Background: an optimization exercise with open tools, aiming at small area. Do not read the settings as production practice.
Where RTL was checked, it was by simulation tests only, not by an equivalence proof against the original.
Power figures rest on the tool's default switching activity, not on a simulated workload.

== harbor ==
==> flow/design.v (excerpt) <==
module cpu (
  input clk, rst,
  input [15:0] in_port,
  output wire [15:0] out_port,
  output wire [17:0] imem_addr,
  input  [31:0] imem_data,
  output wire [18:0] dmem_addr,
  output wire dmem_we,
  output wire [15:0] dmem_wdata,
  input  [15:0] dmem_rdata
);
Settings: LEC_CHECK=0, ABC_AREA=1, CAP_MARGIN=20, CORE_MARGIN=2, CORE_UTILIZATION=40, CTS_BUF_LIST=sky130_fd_sc_hd__clkbuf_4, SLEW_MARGIN=20; clock period 10.0 ns.
standard.sh (not shown) runs the stock make flow with config.mk's settings and CLKGATE_MAP_FILE= SYNTH_SCRIPT=/design/flow/synth_recipe.tcl, a recipe that flattens the netlist after the stock synthesis.
==> flow/flow/run.sh <==
#!/bin/bash
# The standard layout (standard.sh: standard synthesis, floorplan,
# placement, CTS, routing), with two changes:
#  - the port buffers that buffer_ports inserts use the smallest buffer cell
#    (buf_1) instead of the resizer's default pick (clkdlybuf4s50_1); every
#    port still gets its buffer, and repair_design resizes any that need it;
#  - clock tree: clkbuf_8 buffers, sink clusters of up to 16 flip-flops within
#    80 um, no dummy loads.
export BUFFER_PORTS_ARGS="-buffer_cell sky130_fd_sc_hd__buf_1"
export CTS_ARGS="-sink_clustering_enable -repair_clock_nets -dont_use_dummy_load -buf_list sky130_fd_sc_hd__clkbuf_8 -sink_clustering_size 16 -sink_clustering_max_diameter 80"
bash standard.sh > standard.log 2>&1
Relative to harbor, the following input files were edited for ember:
- ABC_AREA removed (was 1)
==> flow/flow/run.sh <==
#!/bin/bash
# The standard layout (standard.sh: standard synthesis, floorplan,
# placement, CTS, routing), with one change: the port buffers that
# buffer_ports inserts use the smallest buffer cell (buf_1) instead of the
# resizer's default pick (clkdlybuf4s50_1). Every port still gets its buffer;
# repair_design resizes any that need more drive.
export BUFFER_PORTS_ARGS="-buffer_cell sky130_fd_sc_hd__buf_1"
bash standard.sh > standard.log 2>&1
--- outcome ---
Leakage power went down by a few percent going from harbor to ember.
Looking at number of multi-input combinational cells, ember sits about 6% lower than harbor does.
The last element of the critical path comes out imem_addr[2] in one run and dmem_wdata[15] in the other, namely in harbor and ember respectively.
ember vs harbor: final clock skew up
For synthesized netlist cell count, dividing the value from ember by the value from harbor gives 0.866.
harbor has lower synthesized-area fraction occupied by ao, oa, aoi and oai cells than ember.
Worst voltage drop across the vdd grid: ember vs harbor up about 25%
As of ember, placed instance count had fallen by more than 10% compared to harbor.
Relative to ember, the following input files were edited for umber:
- ABC_AREA: unset -> 1
==> flow/flow/run.sh <==
#!/bin/bash
# The standard layout (standard.sh: standard synthesis, floorplan,
# placement, CTS, routing), with two changes:
#  - the port buffers that buffer_ports inserts use the smallest buffer cell
#    (buf_1) instead of the resizer's default pick (clkdlybuf4s50_1); every
#    port still gets its buffer, and repair_design resizes any that need it;
#  - clock tree: clkbuf_16 buffers, sink clusters of up to 24 flip-flops within
#    100 um, no dummy loads.
export BUFFER_PORTS_ARGS="-buffer_cell sky130_fd_sc_hd__buf_1"
export CTS_ARGS="-sink_clustering_enable -repair_clock_nets -dont_use_dummy_load -buf_list sky130_fd_sc_hd__clkbuf_16 -sink_clustering_size 24 -sink_clustering_max_diameter 100"
bash standard.sh > standard.log 2>&1
==> comparison <==
umber: flow completed, timing, DRC and antenna clean. umber vs ember, instance count: umber higher. The design internal power in ember is 1.12 times that in umber. Relative to ember, non-clock buffer area fraction after layout has decreased by 0.24 points in umber. ember → umber: flip-flop and latch share of the layout cell area up 1.5 points; worst hold slack across all endpoints rose 0.033 ns. Cmp umber vs ember: clock-buffer cell count lower in umber. Period utilization: umber < ember. umber vs ember — switching component of the power climbed by a few percent. Note that the total number of nets in the final design recorded for umber amounts to 1.12 times the value seen in ember.

========
cpu, a different RTL version from the one above (not shown whole).
Size in the first run: roughly 360 flip-flops, ~0.021 sq mm of cells after synthesis.
==> flow/design.v (excerpt) <==
module cpu (
  input clk, rst,
  input [15:0] in_port,
  output wire [15:0] out_port,
  output wire [17:0] imem_addr,
  input  [31:0] imem_data,
  output wire [18:0] dmem_addr,
  output wire dmem_we,
  output wire [15:0] dmem_wdata,
  input  [15:0] dmem_rdata
);
  function [32:0] radd;
    input [31:0] x, y;
    input cin;
    integer k;
    reg c;
    begin
      c = cin;
      for (k = 0; k < 32; k = k + 1) begin
        radd[k] = x[k] ^ y[k] ^ c;
        c = (x[k] & y[k]) | (c & (x[k] ^ y[k]));
      end
      radd[32] = c;
    end
  endfunction
  reg [31:0] pc;
  reg [31:1] sp_out;
  reg [15:0] regfile [0:7];
  reg [7:0] rvalid;
  reg [15:0] out_r;
  reg fz, fn, fc;
  reg halted;
  reg [4:0] bubble;           
  reg [2:0] fstate;
  reg mstate;
  reg [31:0] id_instr;
  reg id_tx, ex_tx, me_tx;
  reg [31:0] ex_instr;
  reg me_call, me_int, me_ret, me_out, me_skipM, me_push, me_pop, me_wr, me_skipW;
  reg [2:0] me_rdst;
  reg [15:0] me_rs, me_s2;
  reg wb_out, wb_skipW;
  reg [2:0] wb_rdst;
  reg [15:0] wb_wd;
  wire bF = bubble[4], bD = bubble[3], bE = bubble[2], bM = bubble[1], bW = bubble[0];
  ...
make LEC_CHECK=0 CAP_MARGIN=20 CORE_MARGIN=2 CORE_UTILIZATION=40 CTS_BUF_LIST=sky130_fd_sc_hd__clkbuf_4 SLEW_MARGIN=20 finish   # period 10.0 ns
run.sh (not shown) runs the stock make flow with config.mk's settings and CLKGATE_MAP_FILE= SYNTH_SCRIPT=/design/flow/synth_recipe.tcl, a recipe that flattens the netlist after the stock synthesis.
Stock flow here: none of the scripts above is used.
The first run finished clean.
Change:
- CORE_UTILIZATION: 40 -> 60
- GPL_TIMING_DRIVEN: unset -> 0
Result: The changed run finished with timing, DRC and antenna clean; utilization rose by 23 points; cell area barely changes; clock-buffer cell count drops by 7; setup slack got worse by 710 ps; wire length shrinks by 3.0%; total power is lower by 1.1%; non-clock buffer count came out higher by 101; die area falls by 33%; global-route usage rises by 13 points; clock skew came out lower by 6.0 ps; hold slack barely changes.
No run of this note included a check of the RTL's function; only the layout flow was run.

re-timing with driven ports:
The flow's constraints put no driver on any port. The routed layouts listed below were extracted and timed again, unchanged, in two steps. Step 1 (the two cells are an assumption about what drives the block):
set clk [get_ports {clk}]
set_driving_cell -lib_cell sky130_fd_sc_hd__clkbuf_16 $clk
set_driving_cell -lib_cell sky130_fd_sc_hd__buf_2 [delete_from_list [all_inputs] $clk]
Step 2 times the ports against the registers' clock, not the clock port: input delays grow and output delays shrink by t, the midpoint of the rising clock arrivals with the driver on. Slacks: ideal / step 1 / step 2; pairs: ideal / step 1.
run	t, ns	setup WS [ns]	pins driven straight from the clock port
harbor	0.681	2.545 / 2.489 / 3.171	1
ember	0.892	2.354 / 2.300 / 3.192	1
umber	0.597	2.658 / 2.599 / 3.197	1
the first run of note 2	0.915	2.255 / 2.199 / 3.114	1
the second run of note 2	0.843	1.546 / 1.491 / 2.334	1
After both steps setup and hold are still met in every run listed.
